Source: an optimization exercise on an open RTL-to-GDS flow (aim: small area, a short achievable clock period and few clock cycles per item). Production flows keep margins and buffers that such runs may drop.
At most, simulation tests tie the RTL to the original design; equivalence was not proved.
For runs 2 to 6, only the layout was checked, not whether the RTL still works.
Power figures rest on the tool's default switching activity, not on a simulated workload.

`run.sh`:
```
#!/bin/bash
# synth_recipe.tcl (not shown) runs the flow's synth.tcl, then flattens the netlist and writes it again
# the make line also repeats each setting of config.mk as NAME=value (left out here)
make -C /OpenROAD-flow-scripts/flow DESIGN_CONFIG=/design/flow/config.mk WORK_HOME=/design/flow/orfs CLKGATE_MAP_FILE= SYNTH_SCRIPT=/design/flow/synth_recipe.tcl finish
```
`config.mk`:
```
export PLATFORM = sky130hd
export DESIGN_NAME = sa_top
export DESIGN_NICKNAME = sa_top
export VERILOG_FILES = /design/flow/design.v
export SDC_FILE = /design/flow/constraint.sdc
export NUM_CORES = 4
export LEC_CHECK = 0
export CAP_MARGIN = 20
export CORE_MARGIN = 2
export CORE_UTILIZATION = 40
export CTS_BUF_LIST = sky130_fd_sc_hd__clkbuf_16
export CTS_CLUSTER_DIAMETER = 100
export CTS_CLUSTER_SIZE = 24
export PLACE_DENSITY = 0.6
export SETUP_SLACK_MARGIN = 1.46
export SLEW_MARGIN = 20
```
`constraint.sdc`:
```
create_clock -name core_clock -period 4.2 [get_ports {clk_i}]
set_input_delay 0.8400 -clock core_clock [delete_from_list [all_inputs] [get_ports {clk_i}]]
set_output_delay 0.8400 -clock core_clock [all_outputs]
set_load 0.01 [all_outputs]
```
`design.v`:
```
module booth_enc (
    input  logic [3:0] x_i,
    output logic [5:0] xe_o
);
  assign xe_o[0] = x_i[1];
  assign xe_o[1] = x_i[0];
  assign xe_o[2] = x_i[1] & ~x_i[0];
  assign xe_o[3] = x_i[3];
  assign xe_o[4] = x_i[2] ^ x_i[1];
  assign xe_o[5] = (x_i[3] & ~x_i[2] & ~x_i[1]) | (~x_i[3] & x_i[2] & x_i[1]);
endmodule
module mac_cell #(
    parameter int CW = 4,                
    localparam int NC = 16 / CW          
) (
    input  logic              clk_i,
    input  logic              v_i,       
    input  logic              clr_i,     
    input  logic [5:0]        xe_i,      
    input  logic [7:0]        w_i,
    output logic [15:0]       acc_o,     
    output logic [NC-1:0]     cy_o       
);
  wire neg0 = v_i & xe_i[0];
  wire one0 = v_i & xe_i[1];
  wire two0 = v_i & xe_i[2];
  wire neg1 = v_i & xe_i[3];
  wire one1 = v_i & xe_i[4];
  wire two1 = v_i & xe_i[5];
  wire [8:0] ws = {w_i[7], w_i};
  wire [8:0] m0 = ({9{one0}} & ws) | ({9{two0}} & {w_i, 1'b0});
  wire [8:0] m1 = ({9{one1}} & ws) | ({9{two1}} & {w_i, 1'b0});
  wire [9:0] p0 = {m0[8], m0} ^ {10{neg0}};   
  wire [9:0] p1 = {m1[8], m1} ^ {10{neg1}};   
  wire [15:0] xa = {4'b0000, v_i & ~p0[9], p0[9], p0[9], p0[8:0]};
  wire [15:0] ya = {4'b0000, v_i & ~p1[9], p1[8:0], 2'b00};
  logic [15:0]   acc_q;
  logic [NC-1:0] cy_q;
  wire  [15:0]   a  = clr_i ? 16'd0 : acc_q;
  wire  [NC-1:0] ci = clr_i ? '0 : cy_q;
  logic [15:0] s, c;
  always_comb begin
    s = '0;
    c = '0;
    s[0] = a[0]; c[0] = xa[0];
    s[1] = a[1]; c[1] = xa[1];
    c[2] = neg1;
    for (int i = 2; i < 16; i++) begin
      s[i] = a[i] ^ xa[i] ^ ya[i];
      if (i < 15) c[i+1] = (a[i] & xa[i]) | (a[i] & ya[i]) | (xa[i] & ya[i]);
    end
  end
  logic [15:0]   sum;
  logic [NC-1:0] co;
  always_comb begin
    for (int k = 0; k < NC; k++) begin
      logic cc;
      cc = (k == 0) ? neg0 : ci[k];
      for (int i = k * CW; i < (k + 1) * CW; i++) begin
        sum[i] = s[i] ^ c[i] ^ cc;
        cc     = (s[i] & c[i]) | (s[i] & cc) | (c[i] & cc);
      end
      co[k] = cc;
    end
  end
  always_ff @(posedge clk_i) begin
    acc_q <= sum;
    cy_q  <= {co[NC-2:0], 1'b0};
  end
  assign acc_o = acc_q;
  assign cy_o  = cy_q;
endmodule
module mac_resolve #(
    parameter int CW = 4,
    localparam int NC = 16 / CW
) (
    input  logic [15:0]   acc_i,
    input  logic [NC-1:0] cy_i,
    output logic [15:0]   y_o
);
  logic [15:0] cv;
  always_comb begin
    cv = '0;
    for (int k = 1; k < NC; k++) cv[k*CW] = cy_i[k];
  end
  assign y_o = acc_i + cv;
endmodule
module sa_top (
    input  logic          clk_i,
    input  logic          rst_ni,
    input  logic          s_valid_i,
    input  logic          s_last_i,
    input  logic          m_ready_i,
    output logic          s_ready_o,
    output logic          m_valid_o,
    output logic          m_last_o,
    input  logic [ 15:0]  sx_data_i,
    input  logic [ 63:0]  sk_data_i,
    output logic [ 63:0]  m_data_o
);
  localparam int R  = 4;
  localparam int C  = 8;
  localparam int CW = 2;   
  localparam int NC = 16 / CW;
  logic adv_q;   
  wire  adv_n;
  logic [23:0] x0;   
  logic [63:0] w0;
  logic        v0, l0;
  logic [2:0]  cnt;   
  wire hold = l0 && (cnt != 3'd7);
  wire go0  = v0 && !hold;   
  logic rdy_q;   
  assign s_ready_o = rdy_q;
  logic [23:0] xenc;
  for (genvar r = 0; r < R; r++) begin : g_enc
    booth_enc u_enc (.x_i(sx_data_i[4*r +: 4]), .xe_o(xenc[6*r +: 6]));
  end
  always_ff @(posedge clk_i)
    if (s_ready_o || !v0) begin
      x0 <= xenc;
      w0 <= sk_data_i;
      l0 <= s_last_i;
    end
  always_ff @(posedge clk_i)
    if (!rst_ni) v0 <= 1'b0;
    else if (s_ready_o) v0 <= s_valid_i;
  logic [3:0] nbeat, kmod;
  always_ff @(posedge clk_i)
    if (!rst_ni) nbeat <= 4'd0;
    else if (adv_q && go0) nbeat <= l0 ? 4'd0 : nbeat + 4'd1;
  always_ff @(posedge clk_i)
    if (adv_q && go0 && l0) kmod <= nbeat + 4'd1;
  always_ff @(posedge clk_i)
    if (!rst_ni) cnt <= 3'd7;
    else if (adv_q) begin
      if (go0 && l0) cnt <= 3'd0;
      else if (cnt != 3'd7) cnt <= cnt + 3'd1;
    end
  logic [C-1:1] vs, ls;
  logic [23:0] xs [1:C-1];
  logic [7:0]  ws [1:C-1][1:C-1];   
  always_ff @(posedge clk_i)
    if (!rst_ni) vs <= '0;
    else if (adv_q) vs <= {vs[C-2:1], go0};
  always_ff @(posedge clk_i)
    if (adv_q) ls <= {ls[C-2:1], l0};
  for (genvar j = 1; j < C; j++) begin : g_stage
    always_ff @(posedge clk_i)
      if (adv_q) xs[j] <= (j == 1) ? x0 : xs[j-1];
    for (genvar c = j; c < C; c++) begin : g_w
      always_ff @(posedge clk_i)
        if (adv_q) ws[j][c] <= (j == 1) ? w0[8*c +: 8] : ws[j-1][c];
    end
  end
  logic [15:0]   acc [C][R];
  logic [NC-1:0] cy  [C][R];
  logic [C-1:0]  fc;   
  logic [C-1:0] act_q;
  wire       v0_n   = s_ready_o ? s_valid_i : v0;
  wire       l0_n   = s_ready_o ? s_last_i : l0;
  wire [2:0] cnt_n  = !adv_q ? cnt : (go0 && l0) ? 3'd0 : (cnt != 3'd7) ? cnt + 3'd1 : cnt;
  wire       hold_n = l0_n && (cnt_n != 3'd7);
  wire       go0_n  = v0_n && !hold_n;
  wire [C-1:1] vs_n = adv_q ? {vs[C-2:1], go0} : vs[C-1:1];
  wire [C-1:0] act_n = {C{adv_n}} & {vs_n, go0_n};
  logic [C-1:0] clr_q;
  always_ff @(posedge clk_i)
    if (!rst_ni) act_q <= '0;
    else act_q <= act_n;
  for (genvar c = 0; c < C; c++) begin : g_col
    wire        vc = act_q[c];
    wire        lc = (c == 0) ? l0 : ls[c];
    wire [23:0] xc = (c == 0) ? x0 : xs[c];
    wire [7:0]  wc = (c == 0) ? w0[7:0] : ws[c][c];
    always_ff @(posedge clk_i)
      if (!rst_ni) fc[c] <= 1'b1;
      else if (vc) fc[c] <= lc;
    wire fc_n = vc ? lc : fc[c];
    always_ff @(posedge clk_i)
      if (!rst_ni) clr_q[c] <= 1'b0;
      else clr_q[c] <= act_n[c] && fc_n;
    for (genvar r = 0; r < R; r++) begin : g_row
      mac_cell #(.CW(CW)) u_mac (
          .clk_i(clk_i),
          .v_i  (vc),
          .clr_i(clr_q[c]),
          .xe_i (xc[6*r +: 6]),
          .w_i  (wc),
          .acc_o(acc[c][r]),
          .cy_o (cy[c][r])
      );
    end
  end
  logic [C-1:0] sel;
  logic         push;
  wire [C-1:0] sel_n = adv_q ? ({vs[C-1:1], go0} & {ls[C-1:1], l0}) : sel;
  always_ff @(posedge clk_i)
    if (!rst_ni) begin
      sel  <= '0;
      push <= 1'b0;
    end else begin
      sel  <= sel_n;
      push <= adv_n && |sel_n;
    end
  logic [15:0]   macc [R];
  logic [NC-1:0] mcy  [R];
  always_comb begin
    for (int r = 0; r < R; r++) begin
      macc[r] = '0;
      mcy[r]  = '0;
      for (int c = 0; c < C; c++) begin
        macc[r] = macc[r] | ({16{sel[c]}} & acc[c][r]);
        mcy[r]  = mcy[r]  | ({NC{sel[c]}} & cy[c][r]);
      end
    end
  end
  logic          pv, pl;
  logic [15:0]   pacc [R];
  logic [NC-1:0] pcy  [R];
  logic [63:0]   pres;
  for (genvar r = 0; r < R; r++) begin : g_res
    mac_resolve #(.CW(CW)) u_res (.acc_i(pacc[r]), .cy_i(pcy[r]), .y_o(pres[16*r +: 16]));
  end
  always_ff @(posedge clk_i)
    if (push)
      for (int r = 0; r < R; r++) begin
        pacc[r] <= {macc[r][15:12] - kmod, macc[r][11:0]};
        pcy[r]  <= mcy[r];
      end
  always_ff @(posedge clk_i)
    if (push) begin
      pl  <= sel[C-1];
    end
  logic        hv, sv, hl, sl;
  logic [63:0] hd, sd;
  wire take  = !hv || m_ready_i;     
  wire pmove = pv && (take || !sv);  
  always_ff @(posedge clk_i)
    if (take) begin
      hd <= sv ? sd : pres;
      hl <= sv ? sl : pl;
    end
  always_ff @(posedge clk_i)
    if (pmove && !(take && !sv)) begin
      sd <= pres;
      sl <= pl;
    end
  wire pv_n = push || (pv && !pmove);
  wire hv_n = take ? (sv || pv) : hv;
  wire sv_n = take ? (sv && pv) : (sv || pv);
  always_ff @(posedge clk_i)
    if (!rst_ni) begin
      pv <= 1'b0;
      hv <= 1'b0;
      sv <= 1'b0;
    end else begin
      pv <= pv_n;
      hv <= hv_n;
      sv <= sv_n;
    end
  assign adv_n = !(pv_n && sv_n);
  always_ff @(posedge clk_i)
    if (!rst_ni) adv_q <= 1'b1;
    else adv_q <= adv_n;
  assign m_valid_o = hv;
  assign m_last_o  = hl;
  assign m_data_o  = hd;
  always_ff @(posedge clk_i)
    if (!rst_ni) rdy_q <= 1'b1;
    else rdy_q <= adv_n && !(v0_n && hold_n);
endmodule
```
==> run summary, run 1 <==
The run finished with no timing, DRC or antenna violations. The sum of negative setup slack came out at 0 ns. The first-pass GRT wire length is around 360000 um.

The routed length per placed instance came out at roughly 25 um. On the critical path the largest part of the delay comes from adder cells. The final-report setup violation count is 0. The number of buffers and inverters on the critical path is 2. The max-slew violation count is 0. The final estimated routing congestion in global placement came out at 0.907. The commonest cells after synthesis are sky130_fd_sc_hd__a22oi_1 (812), sky130_fd_sc_hd__dfxtp_1 (789), sky130_fd_sc_hd__xnor2_1 (786). The maximum level of the CTS H-tree came out at 3.

The worst setup path is of the reg -> reg kind. The cell count after synthesis is just over 7000. The clock reaches the later pin of the worst-skew pair after about 0.75 ns.

sky130_fd_sc_hd__edfxtp_1 takes more of the synthesized area than any other cell. During I/O placement, the number of pins put on the boundary was 152. The number of buffers created by CTS came out at 79. The multi-input combinational cells in the finished layout cover a total of slightly above 40000 um^2.

The largest net degree at the start of global routing came out at 83. Registers take 37400 um^2. The detailed-route DRC error count came out at 0. The synthesized flop and latch total is approximately 1500. The largest individual stage delay along the critical path comes from the cell sky130_fd_sc_hd__fa_1. The shortest period the worst path allows is 2.74 ns.

The net count after synthesis came out at 7873. The average cell area after synthesis came out at 11.6 um^2. Based on the critical path, the design can be clocked at up to approximately 360 MHz.

The number of nets still failing antenna checks after routing is 0. The initial utilization of the core area, before any placement, comes to 40.3%. The final wirelength came out at 248000 um. The actual transition at the worst max-transition pin is 1.06 ns. Clock skew on the completed layout was measured at 0.0589 ns. Relative to the synthesized area, the layout overhead comes to 11.8%. After synthesis, the cell types taking the most area are sky130_fd_sc_hd__edfxtp_1 (26%), sky130_fd_sc_hd__dfxtp_1 (19%), sky130_fd_sc_hd__fa_1 (15%), sky130_fd_sc_hd__xnor2_1 (8.4%), sky130_fd_sc_hd__a22oi_1 (7.5%). The synthesized area is 81800 um^2. The count of filler cells inserted in the layout came out at ~19000. The portion of the post-synthesis area used by sequential elements is 45.6%. The net count of the finished layout is 7927. The count of flip-flops with a built-in enable after synthesis came out at roughly 700. The signal on the critical path passes through buf_12 -> buf_6 -> o21ai_1 -> xor2_2 -> and2_1 -> fa_1 -> fa_1 -> ha_1. The count of non-filler cells in the finished layout came out at 9863. The number of search-and-repair iterations in the first detailed-routing pass is 6. The share of post-route cells with drive strength above 1 is 10.8%. The worst vdd rail ir drop came out at 0.325 mV. Hold is met by 0.398 ns. The worst-case register-to-register setup slack is roughly 1.5 ns.

The routed layout has 54200 vias. The number of sinks on the clock net came out at between 1500 and 2000. The overall global routing resource usage is 23.2%.

Once placement completed, the tool counted placed cells totaling 9410. The maximum fanout along the worst path came out at 5. The total overflow reported by the global router came out at 0. The width of the die is 456 um. The initial antenna violation count is 29. The number of hold violations in the final report is 0. The number of DRC violations after detailed-routing iteration 0 came out at 6410. The row count is 165. The prevailing post-synth register cell is sky130_fd_sc_hd__dfxtp_1. Setup repair after global routing could not meet its margin everywhere.

The die area came out at 208000 um^2. The portion of synthesized cell area occupied by the leading cell type is a little over a quarter. By instance count, the leading cell after synthesis is sky130_fd_sc_hd__a22oi_1. The library cell appearing most often on the critical path is sky130_fd_sc_hd__fa_1. In the routed layout, each cell is associated on average with a via count of 5.50.

The distinct cell type count after synthesis came out at between 50 and 60. The part of the cycle the worst path needs came out at between 60 and 70%. The static leakage is 36.0 nW. The worst setup path is launched from a flip-flop. Dividing total power by cell area gives a power density of 431 nW/um^2.

The number of warnings printed during yosys synthesis came out at 17. The path class of the tightest hold or removal check is reg -> reg. STA puts the critical path data arrival time at 3.38 ns. The clock passes through at most 3 buffers. The required time at the endpoint of the critical path is 4.84 ns. After synthesis, the share of flip-flops with an asynchronous set or reset is 0%.

The detailed placement HPWL is ~180000 um. The tool flagged a number of max-cap violations equal to 0. The vertical extent of the die came out at approximately 460 um. The finished layout cell area came out at 91500 um^2. In this run the cell area measured after placement is 85400 um^2. The number of buffers inserted by port buffering came out at 151.

STA classifies the critical path endpoint as a flip-flop. The delay contributed by the slowest stage of the critical path is 0.54 ns. The setup slack of the critical path after layout is roughly 1.5 ns. After floorplanning, the core was sized to cover 203000 um^2.

The number of global-route vias before repair came out at roughly 53000. The clock-pin transition on the worst setup and hold timing paths came out at approximately 0.1 ns. The max-slew headroom at the worst pin came out at between 20 and 30%. Prior to clock tree synthesis, the placed netlist has a worst setup slack of 0.843 ns. TritonCTS built the clock tree. The count of hold-fix buffers inserted at cts is 0. The master cell of the clock root buffer is sky130_fd_sc_hd__clkbuf_16.
[kinds of logic (layout without fill, tap and decap cells)]
group / Yosys count / in the layout / share of synthesized area [%]
AOI/OAI and AO/OA: 1050 / 1050 / 9.47
xor gates and xnor gates: 864 / 864 / 9.25
and+or+nand+nor: 1827 / 1827 / 12.4
adders and majority gates: 819 / 819 / 17.9
DFF: 1504 / 1504 / 45.6
other: 0 / 8 / 0
buffers and inverters: 938 / 1055 / 4.60
muxes: 64 / 64 / 0.858
[power by group]
| part | total, W | switching (W) | leakage, nW | internal (W) |
|---|---|---|---|---|
| registers | 0.0209 | 0.00286 | 13.9 | 0.0180 |
| clock network | 0.00905 | 0.00521 | 1.37 | 0.00383 |
| logic | 0.00947 | 0.00492 | 20.7 | 0.00455 |
[state kept, by name, summed over array words and instances (netlist names), 64 cells and up]
| register | flops |
|---|---|
| g_col.g_row.u_mac.acc_q | 512 |
| g_col.g_row.u_mac.cy_q | 224 |
| hd | 64 |
| pacc | 64 |
| sd | 64 |
| w0 | 64 |
| ws | 224 |
| xs | 168 |
[layout make-up]
class	count	share of cell area, %
clock buffers	83	2.27
clock inverters	61	0.469
flip-flops and latches	1504	40.9
repair buffers	589	6.36
multi-input cells	4624	45.0
well taps	2672	3.66
inverters	322	1.32
diodes	8	0.0219
[placed cells by master, fill, tap and decap left out, types with 20 or more instances in the layout]
master                            instances
sky130_fd_sc_hd__fa_1                   583
sky130_fd_sc_hd__nand2_1                445
sky130_fd_sc_hd__o21ai_0                 71
sky130_fd_sc_hd__xnor2_1                785
sky130_fd_sc_hd__nand3_1                 75
sky130_fd_sc_hd__mux2_2                  49
sky130_fd_sc_hd__edfxtp_1               715
sky130_fd_sc_hd__xor2_1                  70
sky130_fd_sc_hd__dfxtp_4                 26
sky130_fd_sc_hd__inv_1                  356
sky130_fd_sc_hd__nor2_1                  49
sky130_fd_sc_hd__clkbuf_16               83
sky130_fd_sc_hd__ha_1                   110
sky130_fd_sc_hd__nand4_1                111
sky130_fd_sc_hd__nor2b_2                 20
sky130_fd_sc_hd__nor2b_1                582
sky130_fd_sc_hd__a21boi_0                32
sky130_fd_sc_hd__fa_2                    29
sky130_fd_sc_hd__buf_4                  336
sky130_fd_sc_hd__nand2b_1               201
sky130_fd_sc_hd__and2_1                 287
sky130_fd_sc_hd__buf_12                  75
sky130_fd_sc_hd__a21oi_1                 26
sky130_fd_sc_hd__maj3_1                  88
sky130_fd_sc_hd__clkdlybuf4s50_1        151
sky130_fd_sc_hd__a22oi_2                 41
sky130_fd_sc_hd__dfxtp_1                762
sky130_fd_sc_hd__a22oi_1                787
[metrics by stage]
stage               power, W  util, %
global route          0.0415     45.1
floorplan             0.0262        -
detailed placement    0.0299     42.1
global placement      0.0295     42.1
finish                0.0394     45.1
CTS                   0.0392     44.3
[worst register-to-register path, stage by stage (launching register included)]
cell	delay [ns]
sky130_fd_sc_hd__edfxtp_1	0.43
sky130_fd_sc_hd__buf_12	0.17
sky130_fd_sc_hd__buf_6	0.15
sky130_fd_sc_hd__o21ai_1	0.14
sky130_fd_sc_hd__xor2_2	0.20
sky130_fd_sc_hd__and2_1	0.23
sky130_fd_sc_hd__fa_1	0.54
sky130_fd_sc_hd__fa_1	0.49
sky130_fd_sc_hd__ha_1	0.31
[metal layers]
layer	GRT usage [%]	part of all wire, %	vias up
met5	0	0.025	-
met4	6.23	2.8	10
met3	5.14	10	323
met2	34.2	43	2369
met1	34.1	44	27600
li1	-	-	23900
[timing repair]
action                                  CTS  global route
resized for setup                        48           110
endpoints found under the setup margin  337           166
buffers inserted                        146           153
pin swaps                                 0             8
cloned                                    1             1
[path summary, 6_finish.rpt]
kind / startpoint / end / cells past startpoint
max reg2reg: w0[7] / g_col[0].g_row[1].u_mac.acc_q[13] / 8
min reg2reg: w0[30] / ws[2][6] / 0
min: w0[30] / ws[2][6] / 0
max: w0[7] / g_col[0].g_row[1].u_mac.acc_q[13] / 8
Testbench counts, summed over its fixed seeds: cycles 5,488, items 384.
==> run 2: changes to the inputs <==
--- a/design.v
+++ b/design.v
@@ -17,16 +17,16 @@
     input  logic              v_i,       
     input  logic              clr_i,     
     input  logic [5:0]        xe_i,      
-    input  logic [7:0]        w_i,
+    input  logic [7:0]        w_i,       
     output logic [15:0]       acc_o,     
     output logic [NC-1:0]     cy_o       
 );
   wire neg0 = v_i & xe_i[0];
-  wire one0 = v_i & xe_i[1];
-  wire two0 = v_i & xe_i[2];
+  wire one0 = xe_i[1];
+  wire two0 = xe_i[2];
   wire neg1 = v_i & xe_i[3];
-  wire one1 = v_i & xe_i[4];
-  wire two1 = v_i & xe_i[5];
+  wire one1 = xe_i[4];
+  wire two1 = xe_i[5];
   wire [8:0] ws = {w_i[7], w_i};
   wire [8:0] m0 = ({9{one0}} & ws) | ({9{two0}} & {w_i, 1'b0});
   wire [8:0] m1 = ({9{one1}} & ws) | ({9{two1}} & {w_i, 1'b0});
@@ -173,6 +173,7 @@
     wire        lc = (c == 0) ? l0 : ls[c];
     wire [23:0] xc = (c == 0) ? x0 : xs[c];
     wire [7:0]  wc = (c == 0) ? w0[7:0] : ws[c][c];
+    wire [7:0]  wcg = {8{vc}} & wc;   
     always_ff @(posedge clk_i)
       if (!rst_ni) fc[c] <= 1'b1;
       else if (vc) fc[c] <= lc;
@@ -186,7 +187,7 @@
           .v_i  (vc),
           .clr_i(clr_q[c]),
           .xe_i (xc[6*r +: 6]),
-          .w_i  (wc),
+          .w_i  (wcg),
           .acc_o(acc[c][r]),
           .cy_o (cy[c][r])
       );
==> run summary, run 2 <==
The flow ran to the end and the layout has no timing, DRC or antenna violations. Compared with the post-synthesis result, the final layout area differs by 11.8%. The total power divided by cell area is about 430 nW/um^2.

The total overflow reported by the global router is 0. The row count is approximately 170. The routed via count is 55000.

The largest net degree at the start of global routing is 157. The met3 routing resource usage after global routing came out at ~7.3%. The initial antenna violation count came out at 27.

The first-pass GRT wire length is 361000 um. In the layout the commonest cells are sky130_fd_sc_hd__dfxtp_1 (762), sky130_fd_sc_hd__a22oi_1 (738), sky130_fd_sc_hd__edfxtp_1 (715), sky130_fd_sc_hd__xnor2_1 (654), sky130_fd_sc_hd__fa_1 (582). The number of nets still failing antenna checks after routing came out at 0. The master cell of the clock root buffer is sky130_fd_sc_hd__clkbuf_16. The largest registers in the layout are g_col.g_row.u_mac.acc_q: 512 flops, g_col.g_row.u_mac.cy_q: 224 flops, ws: 224 flops. The static leakage is approximately 37 nW. The synthesized area is 82400 um^2.

The worst hold path belongs to the class reg -> reg. The total core area is 205000 um^2. After detailed routing, the average wire length per cell comes to 25.4 um. The prevailing post-synth register cell is sky130_fd_sc_hd__dfxtp_1.

Yosys mapped a number of flops with a built-in enable equal to 715. The upper clock frequency limit came out at 367 MHz. The vertical extent of the die is between 400 and 500 um. The maximum level of the CTS H-tree came out at 3.

The number of I/O pins came out at 152. The count of placed standard cells including taps is 9583. The number of hold violations in the final report came out at 0.

The worst vdd rail ir drop came out at 0.338 mV. STA puts the critical path data required time at 4.84 ns. sky130_fd_sc_hd__dfxtp_1 is the most common cell in the netlist.

Setup repair after global routing could not meet its margin everywhere. The count of hold-fix buffers inserted at cts came out at 0. The net count after synthesis is 8029.

The worst setup skew after layout came out at 0.0687 ns. The actual transition at the worst max-transition pin is between 1 and 1.5 ns. The worst setup path category is reg -> reg. Global routing consumed, over all layers together, 23.4% of the routing resources. The worst setup slack after placement came out at 0.941 ns.

Using the TritonRoute via totals, the vias-per-cell ratio works out to 5.49. The max-slew violation count came out at 0. For met1 alone, demand over resource in global routing was 33.7%. The met2 track utilization from global routing came out at between 30% and 40%.

The number of sinks on the clock net came out at 1504. TritonCTS built the clock tree. Wires add up to 255000 um. The register with the most flip-flops in the layout has ~500 of them. The number of buffers created by CTS is 78.

The wire-length estimate of the detail-placed layout is 184000 um. The die is 458 um wide. The kind of launch point of the worst setup path is a flip-flop. The most area-hungry cell type in the Yosys netlist is sky130_fd_sc_hd__edfxtp_1. In this run the mean area of a mapped cell was around 11 um^2.

Counting instances in the post-synthesis netlist gives the leading cell types as sky130_fd_sc_hd__dfxtp_1 (789), sky130_fd_sc_hd__a22oi_1 (765), sky130_fd_sc_hd__edfxtp_1 (715). The detailed-route DRC error count is 0. The clock-pin transition on the worst setup and hold timing paths came out at 0.10 ns.

For the worst setup path, the data arrival time is 3.36 ns. The maximum fanout along the worst path came out at 5. Ranked by flip-flop count, first place goes to g_col.g_row.u_mac.acc_q. STA classifies the critical path endpoint as a flip-flop. The final estimated routing congestion in global placement is 0.948.

The setup slack of the critical path after layout is 1.48 ns. The number of nets in the layout is 8074. The most heavily used metal layer in global routing is met1.

The number of DRC violations after detailed-routing iteration 0 is 6065. The maximum clock path buffer count came out at 3. Dividing the final minimum period by the clock period gives 64.8%. Subtracting the final worst setup slack from the clock period gives 2.72 ns. The distinct cell type count after synthesis is 56. The number of buffers inserted by port buffering is 151. Summing the sequential cell areas from Yosys gives 45.2% of the chip area. The sum of negative setup slack is 0 ns. The number of search-and-repair iterations in the first detailed-routing pass is 8. The portion of synthesized cell area occupied by the leading cell type came out at 26.0%. The initial utilization of the core area, before any placement, comes to 40.2%. The insertion delay of the later-clocked pin in the worst-skew pair came out at roughly 0.78 ns.

The die area is 210000 um^2. Of the cells placed in the final design, the portion with a size suffix greater than 1 is between 10 and 15%. The cell count after synthesis is just over 7000. In this run the tightest slew margin relative to its limit is 20.9%. The number of warnings printed during yosys synthesis is 17.

The number of global-route vias before repair came to ~53000. The finished layout holds between 10000 and 15000 standard cells, fillers aside. Leaving out fill and tap cells, the most frequent cell in the layout is sky130_fd_sc_hd__dfxtp_1. Setup violations remaining at the end of the flow were counted as 0. The synthesized flop and latch total is 1504.

Ranked by total cell area, the synthesized netlist is headed by sky130_fd_sc_hd__edfxtp_1 (26%), sky130_fd_sc_hd__dfxtp_1 (19%), sky130_fd_sc_hd__fa_1 (15%), sky130_fd_sc_hd__a22oi_1 (7.0%), sky130_fd_sc_hd__xnor2_1 (6.9%). The post-synthesis async set-or-reset flop share is 0%. The max-capacitance violation count came out at 0.
==> run 2: worst paths after layout <==
| path | from | to | slack [ns] | cells after the start |
|---|---|---|---|---|
| worst max-delay path | ws[8][7] | g_col[2].g_row[1].u_mac.acc_q[13] | 1.48 | 8 |
| worst min-delay path | w0[48] | ws[5][0] | 0.38 | 0 |
| worst max register to register | ws[8][7] | g_col[2].g_row[1].u_mac.acc_q[13] | 1.48 | 8 |
| worst min register to register | w0[48] | ws[5][0] | 0.38 | 0 |
==> run 2: kinds of logic after synthesis <==
logic type	after synthesis	share of synthesized area (%)
buffers and inverters	947	4.58
AND/OR/NAND/NOR	1988	13.0
multiplexers	64	0.852
adder cells (fa/ha/maj)	811	17.6
AO/OA/AOI/OAI	1066	9.52
flip-flops	1504	45.2
XOR/XNOR	842	9.17
==> run 2: stage by stage <==
stage               util, %  power (W)  hold slack, ns  instance area, um^2
floorplan                 -     0.0264           0.400                82500
global placement       42.1     0.0298           0.402                86100
detailed placement     42.1     0.0302           0.405                86100
CTS                    44.1     0.0394           0.390                90200
global route           45.0     0.0418           0.394                92100
finish                 45.0     0.0397           0.379                92200
==> run 2: area by class of cell <==
cell class,instances,area [um^2]
Timing Repair Buffer,588,5940
Clock buffer,80,2000
Clock inverter,66,487
Tap cell,2688,3360
Antenna cell,9,22.5
Inverter,324,1220
Multi-Input combinational cell,4771,41800
Fill cell,18800,113000
Sequential cell,1504,37400
==> run 2: report_power, final <==
part,leakage [nW],switching (W),internal (W)
Sequential,13.9,0.00299,0.0180
Combinational,21.7,0.00511,0.00459
Clock,1.36,0.00523,0.00374
==> run 2: timing repair <==
| action | in CTS | in global routing |
|---|---|---|
| pin swaps | 2 | 20 |
| gates cloned | 0 | 2 |
| setup buffers | 116 | 174 |
| gates resized for setup | 37 | 92 |
| endpoints found under the setup margin | 388 | 194 |
==> run 2: routing by layer <==
metal	wire length, um	part of all wire, %
met3	30300	12
met5	113	0.044
met2	106000	42
met1	109000	43
met4	8550	3.4
==> run 2: worst max-delay path: stages, from the launching register on <==
cell,delay (ns)
sky130_fd_sc_hd__edfxtp_1,0.41
sky130_fd_sc_hd__buf_4,0.16
sky130_fd_sc_hd__clkbuf_16,0.16
sky130_fd_sc_hd__o21ai_0,0.10
sky130_fd_sc_hd__xor2_1,0.17
sky130_fd_sc_hd__and2_1,0.21
sky130_fd_sc_hd__fa_1,0.62
sky130_fd_sc_hd__fa_1,0.49
sky130_fd_sc_hd__ha_1,0.30
==> run 3: changes to the inputs <==
--- a/config.mk
+++ b/config.mk
@@ -8,9 +8,6 @@
 export CAP_MARGIN = 20
 export CORE_MARGIN = 2
 export CORE_UTILIZATION = 40
-export CTS_BUF_LIST = sky130_fd_sc_hd__clkbuf_16
-export CTS_CLUSTER_DIAMETER = 100
-export CTS_CLUSTER_SIZE = 24
 export PLACE_DENSITY = 0.6
-export SETUP_SLACK_MARGIN = 1.46
+export SETUP_SLACK_MARGIN = 1.45
 export SLEW_MARGIN = 20
==> run summary, run 3 <==
sky130_fd_sc_hd__dfxtp_1 is the most common cell in the netlist. The final-report setup violation count is 0. The detailed placement HPWL came out at 188000 um. The number of DRC violations after detailed-routing iteration 0 is 6207. From left edge to right edge, the die measures 458 um. The die area is between 200000 and 250000 um^2.

The vertical extent of the die came out at 458 um. The routed layout has 55800 vias. In this run the worst path has a maximum fanout of 9.

After synthesis, the largest area contributor takes up between 20% and 30% of total cell area. The insertion delay of the later-clocked pin in the worst-skew pair is about 0.86 ns. The vias per cell is 5.47. The worst register-to-register path begins at xs[4][5].

The maximum level of the CTS H-tree came out at 4. The max-slew headroom at the worst pin is around 30%. The actual transition at the worst max-transition pin is 1.05 ns. The number of I/O pins is 152.

In this run the worst setup path begins at xs[4][5]. The max-capacitance violation count came out at 0. The initial antenna violation count was 38. Walking the worst path, the cells encountered are o21ai_0 -> xor2_1 -> and2_1 -> fa_1 -> fa_1 -> ha_1. The largest net degree at the start of global routing is 121.

The tree is rooted in a sky130_fd_sc_hd__clkbuf_16. g_col.g_row.u_mac.acc_q holds more flip-flops than any other register. For this design the ratio of total power to cell area is 487 nW/um^2. In this run, synthesis produced a sequential element count of 1504.

The max-slew violation count was 0. The kind of launch point of the worst setup path is a flip-flop. The worst setup slack after placement is 0.913 ns.

The switching share of power is 31.7%. The overall global routing resource usage is 24.2%. The share of post-route cells with drive strength above 1 is 12.4%. The capturing element of the worst setup path is g_col[4].g_row[0].u_mac.acc_q[13]. The Yosys step of the flow raised 17 warnings. The number of nets still failing antenna checks after routing came out at 0. The total core area came out at 205000 um^2.

The number of hold violations in the final report came out at 0. Buffers placed on the I/O ports in this run total approximately 150. The flip-flop count of the largest register, all copies and words added came out at approximately 510. In the layout the commonest cells are sky130_fd_sc_hd__dfxtp_1 (762), sky130_fd_sc_hd__a22oi_1 (753), sky130_fd_sc_hd__edfxtp_1 (715), sky130_fd_sc_hd__xnor2_1 (654), sky130_fd_sc_hd__fa_1 (595). In this run the mean area of a mapped cell was between 10 and 15 um^2. In the final routed layout, each cell accounts on average for 25.4 um. Ranked by instance count, the synthesized netlist is headed by sky130_fd_sc_hd__dfxtp_1 (789), sky130_fd_sc_hd__a22oi_1 (765), sky130_fd_sc_hd__edfxtp_1 (715). Summed over all cells, the static leakage comes to 38.4 nW. The worst-case register-to-register setup slack is approximately 1.5 ns.

The area added between synthesis and finish is 15.5%. Of the available clock period, the critical path in the final layout requires 65.1%. The logic gate share of total power is a little over a fifth. The start point of the worst hold path is w0[23]. The net switching power came out at ~0.015 W.

The number of global-route vias before repair came out at 54300. The number of sinks on the clock net is 1504. In this run the critical register-to-register path is captured at g_col[4].g_row[0].u_mac.acc_q[13].

The net count after synthesis is 8029. Wires add up to 259000 um. On the critical path, the stage with the largest delay is an instance of sky130_fd_sc_hd__fa_1. The worst setup path is captured at a flip-flop. The number of buffers created by CTS is between 150 and 200. The maximum clock path buffer count is 3. The tightest min-delay check is of the reg -> reg type. Counting stages on the worst path, the most repeated cell is sky130_fd_sc_hd__fa_1. The congestion estimate from routability-driven global placement came to 0.958.

TritonCTS built the clock tree. The worst setup path category is reg -> reg. Clock-pin slew was measured on the worst setup and hold paths at 0.06 ns. The count of hold-fix buffers inserted at cts is 0.

Subtracting the final worst setup slack from the clock period gives around 2.7 ns. The post-synthesis async set-or-reset flop share is 0%. The first TritonRoute pass finished after 6 iterations. The number of nets in the layout came out at a little over 8000. The upper clock frequency limit came out at 366 MHz. For this run, design rule violations remaining after detail routing come to 0. Across all hold checks on the routed design, the worst slack comes to 0.398 ns. The sum of negative setup slack came out at 0 ns.

The most used flip-flop cell after synthesis is sky130_fd_sc_hd__dfxtp_1. Leaving out fill and tap cells, the most frequent cell in the layout is sky130_fd_sc_hd__dfxtp_1. Sequential cells account for 45.7% of the total power. The synthesized design contains 715 enable-type register cells.

Measured in cells, the most critical reg-to-reg path has a length of 6. Summed over all instances, the cell type with the most area after synthesis is sky130_fd_sc_hd__edfxtp_1. The delay contributed by the slowest stage of the critical path came out at 0.59 ns.

The synthesized area is ~82000 um^2. The run finished with no timing, DRC or antenna violations. The worst setup skew after layout is between 0.05 and 0.06 ns. Setup repair after global routing could not meet its margin everywhere. The fraction of power consumed by the clock network is 33.5%. The distinct cell type count after synthesis is 56. The required time at the endpoint of the critical path is 4.93 ns. The first-pass GRT wire length is ~370000 um.

The data arrival time of the critical path is 3.46 ns. The largest registers in the layout are g_col.g_row.u_mac.acc_q: 512 flops, g_col.g_row.u_mac.cy_q: 224 flops, ws: 224 flops. By area the synthesized netlist is led by sky130_fd_sc_hd__edfxtp_1 (26%), sky130_fd_sc_hd__dfxtp_1 (19%), sky130_fd_sc_hd__fa_1 (15%), sky130_fd_sc_hd__a22oi_1 (7.0%), sky130_fd_sc_hd__xnor2_1 (6.9%). The initial core utilization came out at 40.2%. The cell count after synthesis is about 7200. Once routing completed, OpenROAD measured the worst setup slack at 1.47 ns. After layout, the design draws a total of 0.0464 W.

Row generation in the floorplan step produced 166 rows. The internal power component came out at 0.0317 W. The count of filler cells inserted in the layout came out at 18600. The worst vdd rail ir drop came out at 0.498 mV.

The total overflow reported by the global router came out at 0. For this run, the register share of the synthesized area comes to ~45%.
-- run 3: cell counts after synthesis --
No cell type changed its count.
-- run 3: timing repair --
item / 4_1_cts / 5_1_grt
setup buffers: 132 / 153
setup endpoints to repair: 349 / 159
resized for setup: 37 / 60
pin swaps: 0 / 5
-- run 3: power by group through the flow --
| stage | sequential [W] | combinational (W) | clock (W) |
|---|---|---|---|
| after detailed placement | 0.0217 | 0.00866 | 0 |
| after global routing | 0.0213 | 0.0108 | 0.0164 |
| after CTS | 0.0212 | 0.00926 | 0.0159 |
| after global placement | 0.0217 | 0.00827 | 0 |
| after floorplan | 0.0192 | 0.00714 | 0 |
| final | 0.0212 | 0.00962 | 0.0155 |
-- run 3: routing by layer --
layer / track usage [%] / wire, um / vias to the layer above
li1: - / - / 24700
met1: 34.5 / 112000 / 28100
met2: 35.7 / 110000 / 2573
met3: 6.41 / 27600 / 459
met4: 7.43 / 9710 / 6
met5: 0 / 41 / -
-- run 3: critical path: cells and delay by family (launching register included) --
kind	cells	cell delay, ns
adder cells (fa/ha/maj)	3	1.39
flip-flops	1	0.58
AO/OA/AOI/OAI	1	0.30
AND/OR/NAND/NOR	1	0.21
XOR/XNOR	1	0.16
-- run 3: worst min-delay path by stage --
stage / endpoint / slack [ns] / cells past startpoint
floorplan: ws[0][0] / 0.40 / 0
global placement: ws[1][1] / 0.40 / 0
detailed placement: ws[16][0] / 0.40 / 0
CTS: ws[48][2] / 0.40 / 0
global route: ws[48][3] / 0.41 / 0
finish: ws[1][7] / 0.40 / 0
-- run 3: kinds of logic (layout without fill, tap and decap cells) --
logic type               after synthesis  after routing  share of synthesized area, %
AO/OA/AOI/OAI                       1066           1066                          9.52
XOR/XNOR                             842            842                          9.17
adder cells (fa/ha/maj)              811            811                          17.6
buffers and inverters                947           1230                          4.58
flip-flops                          1504           1504                          45.2
multiplexers                          64             64                         0.852
other                                  0              7                             0
AND/OR/NAND/NOR                     1988           1988                          13.0
-- run 3: stage by stage --
| step | cells | utilization [%] | cell area (um^2) |
|---|---|---|---|
| global route | 10200 | 46.5 | 95200 |
| finish | 10200 | 46.5 | 95200 |
| CTS | 10000 | 45.8 | 93700 |
| global placement | 9585 | 42.0 | 86100 |
| detailed placement | 9585 | 42.0 | 86100 |
| floorplan | 7222 | - | 82500 |
-- run 3: area by class of cell --
cell class / instances / area, um^2 / share of cell area [%]
antenna: 7 / 17.5 / 0.0184
clock buffer: 233 / 4750 / 4.98
clock inverter: 90 / 1100 / 1.16
inverter: 324 / 1220 / 1.28
multi-input combinational: 4771 / 41700 / 43.7
sequential: 1504 / 37400 / 39.2
tap: 2688 / 3360 / 3.53
timing repair buffer: 583 / 5760 / 6.05
==> run 4: changes to the inputs <==
--- a/config.mk
+++ b/config.mk
@@ -9,5 +9,5 @@
 export CORE_MARGIN = 2
 export CORE_UTILIZATION = 40
 export PLACE_DENSITY = 0.6
-export SETUP_SLACK_MARGIN = 1.45
+export SETUP_SLACK_MARGIN = 1.3
 export SLEW_MARGIN = 20
==> run summary, run 4 <==
In this run the worst hold path is classified as reg -> reg. After synthesis, the cell types taking the most area are sky130_fd_sc_hd__edfxtp_1 (26%), sky130_fd_sc_hd__dfxtp_1 (19%), sky130_fd_sc_hd__fa_1 (15%), sky130_fd_sc_hd__a22oi_1 (7.0%), sky130_fd_sc_hd__xnor2_1 (6.9%). The number of global-route vias before repair is roughly 54000. The clock-pin transition on the worst setup and hold timing paths came out at 0.06 ns. The max-capacitance violation count came out at 0. The static leakage came out at between 30 and 40 nW. Of the post-synthesis cell area, the dominant cell type holds 26.0%. The part of the power in registers is 46.2%. The worst setup path is of the reg -> reg kind. The synthesized design spends more area on one cell type than any other, namely sky130_fd_sc_hd__edfxtp_1.

The number of cells on the worst reg-to-reg path is 7. The switching share of power is roughly a third. The worst setup path is launched from a flip-flop. The internal power component is 0.0317 W.

The count of filler cells inserted in the layout came out at 18700. The die area is 210000 um^2. The worst path needs between 2 and 3 ns of the cycle, external delays included. Among all cell types in the netlist, the one instantiated most often is sky130_fd_sc_hd__dfxtp_1. In the final layout, the registers with the most flip-flops are g_col.g_row.u_mac.acc_q: 512 flops, g_col.g_row.u_mac.cy_q: 224 flops, ws: 224 flops.

The worst hold path terminates at ws[11][0]. Counting flops per register, the top entry is g_col.g_row.u_mac.acc_q. STA classifies the critical path endpoint as a flip-flop. The core region is 205000 um^2.

The worst vdd rail ir drop came out at 0.505 mV. The maximum clock path buffer count is 3. The number of sinks on the clock net came out at between 1500 and 2000. The commonest cells after synthesis are sky130_fd_sc_hd__dfxtp_1 (789), sky130_fd_sc_hd__a22oi_1 (765), sky130_fd_sc_hd__edfxtp_1 (715). Across the routed clock network, the largest skew measured is between 0.05 and 0.06 ns. Setup repair after global routing left no endpoint under its margin. Global routing used 24.1% of the available tracks across all layers. The placed standard-cell area is 86000 um^2. The library cells used most frequently in the layout, excluding fill and tap cells, are sky130_fd_sc_hd__a22oi_1 (764), sky130_fd_sc_hd__dfxtp_1 (762), sky130_fd_sc_hd__edfxtp_1 (715), sky130_fd_sc_hd__xnor2_1 (654), sky130_fd_sc_hd__fa_1 (609).

The count of placed standard cells including taps is 9575. The number of hold violations in the final report is 0. Cells with a size suffix above 1 make up 9.54% of the layout. The net switching power is roughly 0.015 W. The max-slew violation count is 0.

After synthesis, the share of flip-flops with an asynchronous set or reset is 0%. After technology mapping, the gate count stands at about 7200. The flip-flop count of the largest register, all copies and words added is between 500 and 600.

In this run the clock root is driven by a sky130_fd_sc_hd__clkbuf_16. Among all flip-flop cells after synthesis, the most frequent one is sky130_fd_sc_hd__dfxtp_1. The maximum fanout along the worst path came out at 12. The required time at the endpoint of the critical path is 4.90 ns. The data arrival time of the critical path came out at approximately 3.5 ns. The flow ran to the end and the layout has no timing, DRC or antenna violations. The H-tree was split into 4 levels.

Setup violations remaining at the end of the flow were counted as 0. The initial utilization of the core area, before any placement, comes to between 40% and 50%. The width of the die is approximately 460 um. The number of I/O pins is 152. The number of buffers created by CTS came out at 169. The upper clock frequency limit is 353 MHz. Summed over all layers, the global routing overflow is 0. The commonest non-fill, non-tap cell in the layout is sky130_fd_sc_hd__a22oi_1. The design draws 0.0463 W. The worst hold path cell count came out at 0. The distinct cell type count after synthesis is 56. The vertical extent of the die came out at approximately 460 um. The worst path uses 67.4% of the clock period.

The launching instance or port of the critical path is ws[24][7]. The detailed placement HPWL came out at 190000 um. The detailed-route DRC error count came out at 0.

The max-slew headroom at the worst pin is 36.3%. The row count is 166. The vias per cell is 5.45. The actual transition at the worst max-transition pin came out at roughly 0.96 ns. The worst register-to-register path begins at ws[24][7]. The clock network accounts for 34.0% of the total power. The area added between synthesis and finish is 13.4%. The final wirelength came out at 254000 um.

The synthesized flop and latch total came out at 1504. TritonCTS built the clock tree. In this run the most critical hold path is launched from ws[4][0]. Entering global routing, the biggest net connects 116 pins. The count of flip-flops with a built-in enable after synthesis came out at 715.

The endpoint identified for the worst register-to-register timing path is g_col[4].g_row[3].u_mac.acc_q[11]. The first-pass GRT wire length came out at 371000 um. The final estimated routing congestion in global placement is 0.978. The count of non-filler cells in the finished layout came out at around 10000. In this run the remaining antenna-violating nets after routing total 0. The sum of negative setup slack is 0 ns. The first routing iteration left 5776 violations.

The number of nets in the layout came out at 7978. In this run the tool buffered the top-level ports with roughly 150 buffer cells. The total power divided by cell area is 496 nW/um^2. The net count after synthesis is 8029. The synthesized area came out at approximately 82000 um^2. Dividing the synthesized area by the synthesized cell count gives 11.4 um^2. Detailed routing inserted a total of 54500 vias.

Cells fill 45.7% of the core in the end. Summing the sequential cell areas from Yosys gives around 45% of the chip area. The number of search-and-repair iterations in the first detailed-routing pass came out at 8. The worst-case register-to-register setup slack came out at roughly 1.4 ns. The initial antenna violation count is 26. The insertion delay of the later-clocked pin in the worst-skew pair came out at 0.85 ns. The logic gate share of total power came out at 19.8%. The number of warnings printed during yosys synthesis came out at 17. The finished layout cell area is 93500 um^2.

After detailed routing, the average wire length per cell comes to 25.3 um.
run 4: cell counts after synthesis:
No cell type changed its count.
run 4: final cells by class:
class	count	area [um^2]	area share [%]
multi-input cells	4771	41500	44.4
flip-flops and latches	1504	37400	40.0
clock buffers	222	4640	4.96
repair buffers	401	4150	4.44
well taps	2688	3360	3.60
clock inverters	95	1290	1.38
inverters	324	1220	1.30
diodes	4	10.0	0.0107
run 4: what timing repair did:
| item | CTS | global route |
|---|---|---|
| buffers inserted | 94 | 19 |
| pin swaps | 0 | 0 |
| endpoints found under the hold margin | 0 | 0 |
| hold buffers | 0 | 0 |
| resized for setup | 14 | 19 |
| endpoints found under the setup margin | 222 | 84 |
run 4: routing by layer:
metal	track usage (%)	up-vias	wire length [um]	share of wire, %
li1	-	24300	-	-
met4	8.80	6	9760	3.8
met2	34.5	2418	106000	42
met1	34.1	27400	110000	43
met3	7.38	429	28200	11
met5	0	-	36	0.014
run 4: power groups by stage:
stage                     Combinational, W  Sequential, W  Clock, W
after floorplan                    0.00714         0.0192         0
after global placement             0.00830         0.0217         0
after detailed placement           0.00869         0.0217         0
after CTS                          0.00909         0.0213    0.0161
after global routing                0.0103         0.0216    0.0166
final                              0.00916         0.0214    0.0158
run 4: kinds of logic after synthesis:
family,share of synthesized area (%)
AO/OA/AOI/OAI,9.52
XOR/XNOR,9.17
adder cells (fa/ha/maj),17.6
buffers and inverters,4.58
flip-flops,45.2
multiplexers,0.852
AND/OR/NAND/NOR,13.0
run 4: worst max path at each step:
stage          depth (start not counted)  slack, ns                                end
6_report                               7       1.37  g_col[4].g_row[3].u_mac.acc_q[11]
3_3_place_gp                           5       0.72                           clr_q[0]
4_1_cts                                6       1.29   g_col[0].g_row[0].u_mac.acc_q[3]
5_1_grt                                7       1.30   g_col[3].g_row[1].u_mac.acc_q[9]
3_5_place_dp                           5       0.79                           clr_q[0]
2_1_floorplan                          5      0.008                              rdy_q
run 4: stage by stage:
step                hold slack (ns)  setup slack (ns)
CTS                           0.396              1.29
detailed placement            0.405             0.786
global placement              0.401             0.718
floorplan                     0.400           0.00838
finish                        0.388              1.37
global route                  0.412              1.30
run 4: critical path: stages (launching register included):
cell	delay (ns)
sky130_fd_sc_hd__edfxtp_1	0.52
sky130_fd_sc_hd__buf_6	0.23
sky130_fd_sc_hd__a22o_1	0.26
sky130_fd_sc_hd__or2_0	0.20
sky130_fd_sc_hd__and3_1	0.17
sky130_fd_sc_hd__maj3_1	0.37
sky130_fd_sc_hd__fa_1	0.43
sky130_fd_sc_hd__fa_1	0.51
==> run 5: changes to the inputs <==
--- a/config.mk
+++ b/config.mk
@@ -9,5 +9,5 @@
 export CORE_MARGIN = 2
 export CORE_UTILIZATION = 40
 export PLACE_DENSITY = 0.6
-export SETUP_SLACK_MARGIN = 1.3
+export SETUP_SLACK_MARGIN = 1.38
 export SLEW_MARGIN = 20
==> run summary, run 5 <==
The final design utilization is a little under half. The switching share of power is 31.6%. More flip-flops sit in one register than any other, and that register is g_col.g_row.u_mac.acc_q. For this run, the total global-route usage over all layers was measured as 24.2%. STA classifies the critical path endpoint as a flip-flop. The leading cell type by number of instances after synthesis is sky130_fd_sc_hd__dfxtp_1. The insertion delay of the later-clocked pin in the worst-skew pair came out at between 0.8 and 0.9 ns. Of all cell types, the one taking the most synthesized area is sky130_fd_sc_hd__edfxtp_1. The number of warnings printed during yosys synthesis is 17.

The start point of the worst hold path is ws[41][2]. The total core area is ~200000 um^2. The area growth from synthesis to layout is 14.3%.

In this run the horizontal extent of the chip is 458 um. The required time at the endpoint of the critical path is 4.90 ns. For the pin with the worst max-slew slack, the measured transition is 0.957 ns. The number of global-route vias before repair came out at roughly 54000.

between 150 and 200 I/O pins were placed. The signal on the critical path passes through buf_6 -> a22o_1 -> or2_0 -> and3_1 -> maj3_1 -> fa_1 -> fa_1. Of all nets on the critical path, the largest fanout is 12. The slowest library cell on the worst path is sky130_fd_sc_hd__fa_1. The flip-flop and latch area came out at 37400 um^2. For this configuration, the core starts out at a cell density of approximately two fifths. Derived from the worst setup path, the maximum achievable clock frequency is 359 MHz. The synthesized area is 82400 um^2. In this run the power spent charging and discharging nets is 0.0147 W.

The final estimated routing congestion in global placement is 0.978. Fill cells in the final layout number 18600. The first global-routing pass estimated 372000 um of wire. The startpoint identified for the worst register-to-register timing path is ws[24][7].

The count of nets left with antenna violations once routing finished came out at 0. The number of DRC violations after detailed-routing iteration 0 came out at slightly below 6000. The distinct cell type count after synthesis came out at 56. The run finished with no timing, DRC or antenna violations. The worst setup path is of the reg -> reg kind.

The CTS tree is done. The count of flip-flops with a built-in enable after synthesis is 715. The placed standard-cell area is 86000 um^2. The net count after synthesis came out at 8029. The largest registers in the layout are g_col.g_row.u_mac.acc_q: 512 flops, g_col.g_row.u_mac.cy_q: 224 flops, ws: 224 flops.

The worst register-to-register path ends at g_col[4].g_row[3].u_mac.acc_q[11]. The number of buffers inserted by port buffering is roughly 150. Yosys attributes the largest share of cell area to sky130_fd_sc_hd__edfxtp_1 (26%), sky130_fd_sc_hd__dfxtp_1 (19%), sky130_fd_sc_hd__fa_1 (15%), sky130_fd_sc_hd__a22oi_1 (7.0%), sky130_fd_sc_hd__xnor2_1 (6.9%).

In the synthesized netlist, the number of instances is 7222. The routed via count came out at around 55000. The flip-flop count of the largest register, all copies and words added is 512. The data arrival time of the critical path is 3.48 ns. The total power divided by cell area came out at 493 nW/um^2.

The HPWL after detailed placement is around 190000 um. Clock tree synthesis selected as its root buffer the cell sky130_fd_sc_hd__clkbuf_16. The library cell used most frequently in the layout, excluding fill and tap cells, is sky130_fd_sc_hd__a22oi_1. Of the post-synthesis cell area, the dominant cell type holds about a quarter. After synthesis, the mean cell area works out to 11.4 um^2. The share of post-route cells with drive strength above 1 is 10.6%. The internal power component is 0.0318 W. Of the synthesized area, sequential elements account for 45.2%.

The synthesized flop and latch total came out at ~1500. Counting flops with an async set or reset pin after synthesis yields a share of 0%. In this run the worst setup path begins at ws[24][7]. The final wirelength came out at ~260000 um. The tightest hold margin came out at 0.388 ns.

The tightest min-delay check is of the reg -> reg type. Using the TritonRoute via totals, the vias-per-cell ratio works out to 5.46. Setup violations remaining at the end of the flow were counted as 0. Setup repair after global routing could not meet its margin everywhere. Of the total power, the clock network draws between 30 and 40%.

The detailed-route DRC error count is 0. The shortest period the worst path allows came out at 2.79 ns. By count the netlist is led by sky130_fd_sc_hd__dfxtp_1 (789), sky130_fd_sc_hd__a22oi_1 (765), sky130_fd_sc_hd__edfxtp_1 (715).

The worst setup skew after layout came out at approximately 0.052 ns. In the layout the commonest cells are sky130_fd_sc_hd__a22oi_1 (764), sky130_fd_sc_hd__dfxtp_1 (762), sky130_fd_sc_hd__edfxtp_1 (715), sky130_fd_sc_hd__xnor2_1 (654), sky130_fd_sc_hd__fa_1 (606). The max-slew violation count came out at 0.

In this design, the critical path's most frequently occurring cell is sky130_fd_sc_hd__fa_1. Clock tree synthesis found a total of 1504 sinks. The sum of negative setup slack came out at 0 ns.

The initial antenna violation count was 25. The largest single stage delay on the critical path is ~0.51 ns. The routed length per placed instance is 25.5 um. The worst-case register-to-register setup slack came out at 1.41 ns. The floorplan step defined a die boundary enclosing ~210000 um^2. The part of the power in registers came out at between 40% and 50%.

In this run the static leakage power is 37.8 nW. The max-slew headroom at the worst pin is 36.2%. In this run, the combinational gates consume 20.1% of the power. The finished layout cell area came out at 94200 um^2. The number of search-and-repair iterations in the first detailed-routing pass is 9. The clock-pin transition on the worst setup and hold timing paths came out at 0.06 ns.

The row count is 166. The tool flagged a number of max-cap violations equal to 0. The worst setup path is launched from a flip-flop.

The number of buffers created by CTS is about 170. In this run the worst setup path terminates at g_col[4].g_row[3].u_mac.acc_q[11]. The final layout contains 8049 nets. The overall power consumption is ~0.046 W. The largest net degree at the start of global routing is between 100 and 150. The number of cells on the worst reg-to-reg path is 7. Measured along the y axis, the die boundary spans approximately 460 um. IR analysis of the VDD net gives a maximum drop of 0.503 mV.

The number of hold violations in the final report is 0. The total overflow reported by the global router came out at 0. The footprint of the multi-input gates came out at 41500 um^2. The maximum clock path buffer count is 3. The maximum level of the CTS H-tree came out at 4. Buffers inserted to repair hold after CTS numbered 0. The part of the cycle the worst path needs came out at about two thirds. In the synthesized netlist the dominant register cell turns out to be sky130_fd_sc_hd__dfxtp_1.
run 5: cell types whose count changed in the layout (fill, tap and decap cells not counted):
| cell | delta |
|---|---|
| sky130_fd_sc_hd__xor2_1 | -2 |
| sky130_fd_sc_hd__buf_16 | +1 |
| sky130_fd_sc_hd__buf_6 | +4 |
| sky130_fd_sc_hd__nor2_4 | +1 |
| sky130_fd_sc_hd__nor2b_1 | -6 |
| sky130_fd_sc_hd__fa_1 | -3 |
| sky130_fd_sc_hd__nor2b_4 | +1 |
| sky130_fd_sc_hd__nor2b_2 | +5 |
| sky130_fd_sc_hd__fa_2 | +3 |
| sky130_fd_sc_hd__nor2_2 | -1 |
| sky130_fd_sc_hd__buf_12 | +5 |
| sky130_fd_sc_hd__xor2_2 | +2 |
| sky130_fd_sc_hd__buf_4 | +61 |
run 5: kinds of logic (layout without fill, tap and decap cells):
logic type	count (synthesis)	after routing	synth area share (%)
XOR/XNOR	842	842	9.17
other	0	4	0
multiplexers	64	64	0.852
flip-flops	1504	1504	45.2
AO/OA/AOI/OAI	1066	1066	9.52
buffers and inverters	947	1113	4.58
AND/OR/NAND/NOR	1988	1988	13.0
adder cells (fa/ha/maj)	811	811	17.6
run 5: worst min-delay path by stage:
stage	to	slack, ns	cells past startpoint
3_3_place_gp	ws[5][0]	0.40	0
6_report	ws[48][2]	0.39	0
2_1_floorplan	ws[0][0]	0.40	0
3_5_place_dp	ws[16][4]	0.40	0
5_1_grt	ws[24][4]	0.41	0
4_1_cts	ws[11][0]	0.40	0
run 5: worst max-delay path: cells and delay by family, from the launching register on:
| family | cells | cell delay, ns |
|---|---|---|
| fa+ha+maj | 3 | 1.31 |
| flops | 1 | 0.49 |
| simple gates | 2 | 0.37 |
| compound gates | 1 | 0.26 |
| buf+inv | 1 | 0.22 |
run 5: power by group through the flow:
| stage | Sequential, W | Clock [W] | Combinational [W] |
|---|---|---|---|
| 4_1_cts | 0.0213 | 0.0161 | 0.00919 |
| 2_1_floorplan | 0.0192 | 0 | 0.00714 |
| 3_3_place_gp | 0.0217 | 0 | 0.00830 |
| 3_5_place_dp | 0.0217 | 0 | 0.00869 |
| 5_1_grt | 0.0215 | 0.0166 | 0.0105 |
| 6_report | 0.0214 | 0.0158 | 0.00935 |
run 5: through the flow:
stage / instances / worst slack (ns)
global route: 10100 / 1.36
floorplan: 7222 / 0.00838
CTS: 10000 / 1.37
global placement: 9575 / 0.718
finish: 10100 / 1.41
detailed placement: 9575 / 0.786
run 5: layout make-up:
type / count / area share, %
Multi-Input combinational cell: 4771 / 44.1
Antenna cell: 4 / 0.0106
Clock inverter: 95 / 1.37
Sequential cell: 1504 / 39.7
Tap cell: 2688 / 3.57
Timing Repair Buffer: 472 / 5.08
Clock buffer: 222 / 4.92
Inverter: 324 / 1.29
run 5: repair_timing:
action                                  in CTS  in global routing
pin swaps                                    0                  1
resized for setup                           22                 28
gates cloned                                 0                  0
endpoints found under the setup margin     307                 86
buffers inserted                           126                 58
run 5: per-layer routing:
metal	track usage [%]	up-vias	routed length, um
li1	-	24400	-
met1	34.3	27600	111000
met2	34.6	2612	107000
met3	7.25	414	28600
met4	9.01	6	10600
met5	0	-	31
==> run 6: changes to the inputs <==
--- a/config.mk
+++ b/config.mk
@@ -8,6 +8,9 @@
 export CAP_MARGIN = 20
 export CORE_MARGIN = 2
 export CORE_UTILIZATION = 40
+export CTS_BUF_LIST = sky130_fd_sc_hd__clkbuf_16
+export CTS_CLUSTER_DIAMETER = 80
+export CTS_CLUSTER_SIZE = 20
 export PLACE_DENSITY = 0.6
 export SETUP_SLACK_MARGIN = 1.38
 export SLEW_MARGIN = 20
==> run summary, run 6 <==
The initial core utilization came out at 40.2%. The total overflow reported by the global router came out at 0. The routed via count came out at 54500. The launching instance or port of the critical path is ws[24][7]. The most used flip-flop cell after synthesis is sky130_fd_sc_hd__dfxtp_1. The number of search-and-repair iterations in the first detailed-routing pass came out at 6.

The xor/xnor cell area share of the yosys netlist is between 9 and 10%. In the final layout, the registers with the most flip-flops are g_col.g_row.u_mac.acc_q: 512 flops, g_col.g_row.u_mac.cy_q: 224 flops, ws: 224 flops. The portion of synthesized cell area occupied by the leading cell type is a little over a quarter. Entering global routing, the biggest net connects between 100 and 150 pins. For the final routed database, the setup TNS stands at 0 ns. The worst path needs 2.81 ns of the cycle, external delays included.

Compared with the post-synthesis result, the final layout area differs by 11.4%. Clock-pin slew was measured on the worst setup and hold paths at roughly 0.090 ns. The number of placed instances, taps included, is 9575. The average cell area after synthesis is 11.4 um^2. In the global route stage, overall resource usage came out at 23.9%. The count of hold-fix buffers inserted at cts came out at 0. The net count after synthesis is 8029. The critical path goes through buf_12 -> a22o_1 -> or2_0 -> and3_1 -> maj3_1 -> fa_1 -> fa_1. The post-synthesis simple-gate area fraction came out at 13.0%.

The delay contributed by the slowest stage of the critical path is 0.51 ns. The worst setup skew after layout came out at 0.0461 ns. The count of non-filler cells in the finished layout is 9959. The worst setup path is of the reg -> reg kind. During placement, the flow inserted port buffers numbering about 150. The synthesized design spends more area on one cell type than any other, namely sky130_fd_sc_hd__edfxtp_1. The total power divided by cell area is 454 nW/um^2. The count of filler cells inserted in the layout is 18900. The number of buffers and inverters on the critical path is 1. The flip-flop count of the largest register, all copies and words added is 512. The number of nets still failing antenna checks after routing came out at 0. The width of the die is between 400 and 500 um. The number of global-route vias before repair came out at roughly 53000. Of the cells placed in the final design, the portion with a size suffix greater than 1 is a little under a tenth. The insertion delay of the later-clocked pin in the worst-skew pair came out at 0.80 ns. The maximum level of the CTS H-tree came out at 3. The number of DRC violations after detailed-routing iteration 0 came out at 5995. The min-delay analysis places its worst path in the category reg -> reg.

Using the TritonRoute via totals, the vias-per-cell ratio works out to 5.47. The routed length per placed instance is 25.6 um. The count of flip-flops with a built-in enable after synthesis is ~720. The number of clock buffers added by TritonCTS is about 110.

The required time at the endpoint of the critical path came out at between 4 and 5 ns. The register with the highest flop count is g_col.g_row.u_mac.acc_q. The worst vdd rail ir drop is roughly 0.35 mV.

Counting along the longest clock path gives a buffer depth of 3. The synthesized flop and latch total came out at 1504. The part of the cycle the worst path needs came out at 66.8%. The actual transition at the worst max-transition pin is 0.979 ns.

Setup violations remaining at the end of the flow were counted as 0. The distinct cell type count after synthesis is 56. Yosys instantiated no cell more often than sky130_fd_sc_hd__dfxtp_1. For this design, the slowest cell found on the critical path is sky130_fd_sc_hd__edfxtp_1. The static leakage is about 37 nW. TritonCTS built the clock tree. The number of sinks on the clock net is 1504.

In this run the most critical hold path is launched from ws[18][6]. The final wirelength came out at 255000 um. The flow ran to the end and the layout has no timing, DRC or antenna violations. The share of the Yosys chip area taken by registers is a little under half.

The fraction of the mapped netlist area in compound gates came out at 9.52%. Static timing analysis puts the maximum clock frequency at approximately 360 MHz. The cell that appears most often on the critical path is sky130_fd_sc_hd__fa_1. The fraction of the mapped netlist area in adder cells came out at 17.6%.

The family with the most delay on the worst path is adder cells. Max-cap violations in this run came to 0. The commonest cells after synthesis are sky130_fd_sc_hd__dfxtp_1 (789), sky130_fd_sc_hd__a22oi_1 (765), sky130_fd_sc_hd__edfxtp_1 (715). The data arrival time of the critical path came out at 3.44 ns. The total core area is 205000 um^2. The die is 458 um tall. between 150 and 200 I/O pins were placed. The max-slew violation count is 0. During synthesis, Yosys emitted a total of 17 warnings. The maximum fanout along the worst path is 12. The start of the worst register-to-register path is ws[24][7]. The commonest non-fill, non-tap cell in the layout is sky130_fd_sc_hd__dfxtp_1.

The first global-routing pass estimated 369000 um of wire. The detailed-route DRC error count is 0. The max-slew headroom at the worst pin is 34.7%. The synthesized area is just over 80000 um^2. The detailed placement HPWL is roughly 190000 um. STA classifies the critical path startpoint as a flip-flop. The portion of netlist area occupied by mux cells is 0.852%. The root buffer cell chosen for the clock tree is sky130_fd_sc_hd__clkbuf_16. The dominant combinational cell family by area after synthesis is adder cells. The post-synthesis async set-or-reset flop share came out at 0%.

In the layout the commonest cells are sky130_fd_sc_hd__dfxtp_1 (762), sky130_fd_sc_hd__a22oi_1 (760), sky130_fd_sc_hd__edfxtp_1 (715), sky130_fd_sc_hd__xnor2_1 (654), sky130_fd_sc_hd__fa_1 (604). The number of nets in the layout came out at roughly 8000. The number of hold violations in the final report is 0. The final estimated routing congestion in global placement is 0.978. The row count came out at 166. Setup repair after global routing could not meet its margin everywhere. The worst setup path is captured at a flip-flop. The cell count after synthesis came out at 7222. The die area is 210000 um^2. After synthesis, the cell types taking the most area are sky130_fd_sc_hd__edfxtp_1 (26%), sky130_fd_sc_hd__dfxtp_1 (19%), sky130_fd_sc_hd__fa_1 (15%), sky130_fd_sc_hd__a22oi_1 (7.0%), sky130_fd_sc_hd__xnor2_1 (6.9%). The initial antenna violation count came out at 26.
==> run 6: cell counts after synthesis <==
No cell type changed its count.
==> run 6: area by class of cell <==
type / count / area, um^2 / share of cell area [%]
sequential: 1504 / 37400 / 40.7
tap: 2688 / 3360 / 3.66
clock inverter: 90 / 783 / 0.853
inverter: 324 / 1220 / 1.33
antenna: 5 / 12.5 / 0.0136
multi-input combinational: 4771 / 41500 / 45.3
clock buffer: 111 / 2780 / 3.03
timing repair buffer: 466 / 4720 / 5.15
==> run 6: worst paths after layout <==
check	end	slack (ns)	depth (start not counted)
min reg2reg	ws[25][6]	0.40	0
max reg2reg	g_col[4].g_row[3].u_mac.acc_q[11]	1.39	7
min	ws[25][6]	0.40	0
max	g_col[4].g_row[3].u_mac.acc_q[11]	1.39	7
==> run 6: stage by stage <==
stage               hold slack, ns  area (um^2)  worst slack, ns  utilization [%]  total power (W)
finish                       0.405        91800             1.39             44.8           0.0416
floorplan                    0.400        82500          0.00838                -           0.0264
CTS                          0.411        91100             1.35             44.5           0.0417
global placement             0.401        86000            0.718             42.0           0.0300
detailed placement           0.405        86000            0.786             42.0           0.0304
global route                 0.412        91800             1.35             44.8           0.0438
==> run 6: per-layer routing <==
metal / part of all wire (%) / up-vias / track usage (%) / routed length, um
met4: 3.8 / 10 / 8.18 / 9650
met5: 0.027 / - / 0 / 68
met3: 11 / 355 / 6.86 / 28200
met2: 42 / 2421 / 34.6 / 106000
met1: 43 / 27500 / 34.2 / 111000
li1: - / 24300 / - / -
==> run 6: repair_timing <==
item                       CTS  global route
resized for setup           22            39
setup buffers              124            54
setup endpoints to repair  315           134
==> run 6: worst register-to-register path, cell delays in order, from the launching register on <==
cell and delay [ns]:
sky130_fd_sc_hd__edfxtp_1 0.51, sky130_fd_sc_hd__buf_12 0.21, sky130_fd_sc_hd__a22o_1 0.27, sky130_fd_sc_hd__or2_0 0.20, sky130_fd_sc_hd__and3_1 0.17, sky130_fd_sc_hd__maj3_1 0.37, sky130_fd_sc_hd__fa_1 0.43, sky130_fd_sc_hd__fa_1 0.51
==> run 6: power by group <==
part	switching, W	total, W	internal (W)
Clock	0.00581	0.0110	0.00517
Combinational	0.00491	0.00933	0.00441
Sequential	0.00329	0.0213	0.0180
Total	0.0140	0.0416	0.0276
==> run 6: logic make-up after synthesis <==
family / after synthesis
simple gates: 1988
buf+inv: 947
fa+ha+maj: 811
flops: 1504
xor+xnor: 842
mux: 64
compound gates: 1066

## re-timing with driven ports
Ports are ideal in the flow. The routed layouts listed here were re-timed in OpenROAD. Step 1: set_driving_cell puts a clkbuf_16 on clk_i and a buf_2 on each other input, an assumption about the parent block. Step 2 also shifts input and output timing later by t, the mid clock arrival at the registers, as if the neighbouring blocks saw the same clock. Slacks: ideal ports / drivers / drivers and shift; pairs: ideal ports / drivers.
| run | t (ns) | setup slack, ns | hold slack, ns | worst slew at a driven data input, ns | cell pins on the clock port's net |
|---|---|---|---|---|---|
| run 1 | 0.806 | 1.457 / 1.457 / 0.844 | 0.398 / 0.398 / 0.398 | 0.18 | 1 |
| run 2 | 0.833 | 1.477 / 1.477 / 0.914 | 0.379 / 0.379 / 0.379 | 0.14 | 1 |
| run 3 | 0.929 | 1.467 / 1.460 / 0.843 | 0.398 / 0.398 / 0.398 | 0.14 | 1 |
| run 4 | 0.913 | 1.368 / 1.368 / 0.771 | 0.388 / 0.388 / 0.388 | 0.13 | 1 |
| run 5 | 0.913 | 1.414 / 1.414 / 0.802 | 0.388 / 0.388 / 0.388 | 0.14 | 1 |
| run 6 | 0.855 | 1.394 / 1.394 / 0.805 | 0.405 / 0.405 / 0.405 | 0.13 | 1 |
After both steps every run listed still meets setup and hold. The setup slack of run 3, which loses most, moves by -0.007 ns with the drivers and by -0.624 ns with both steps.
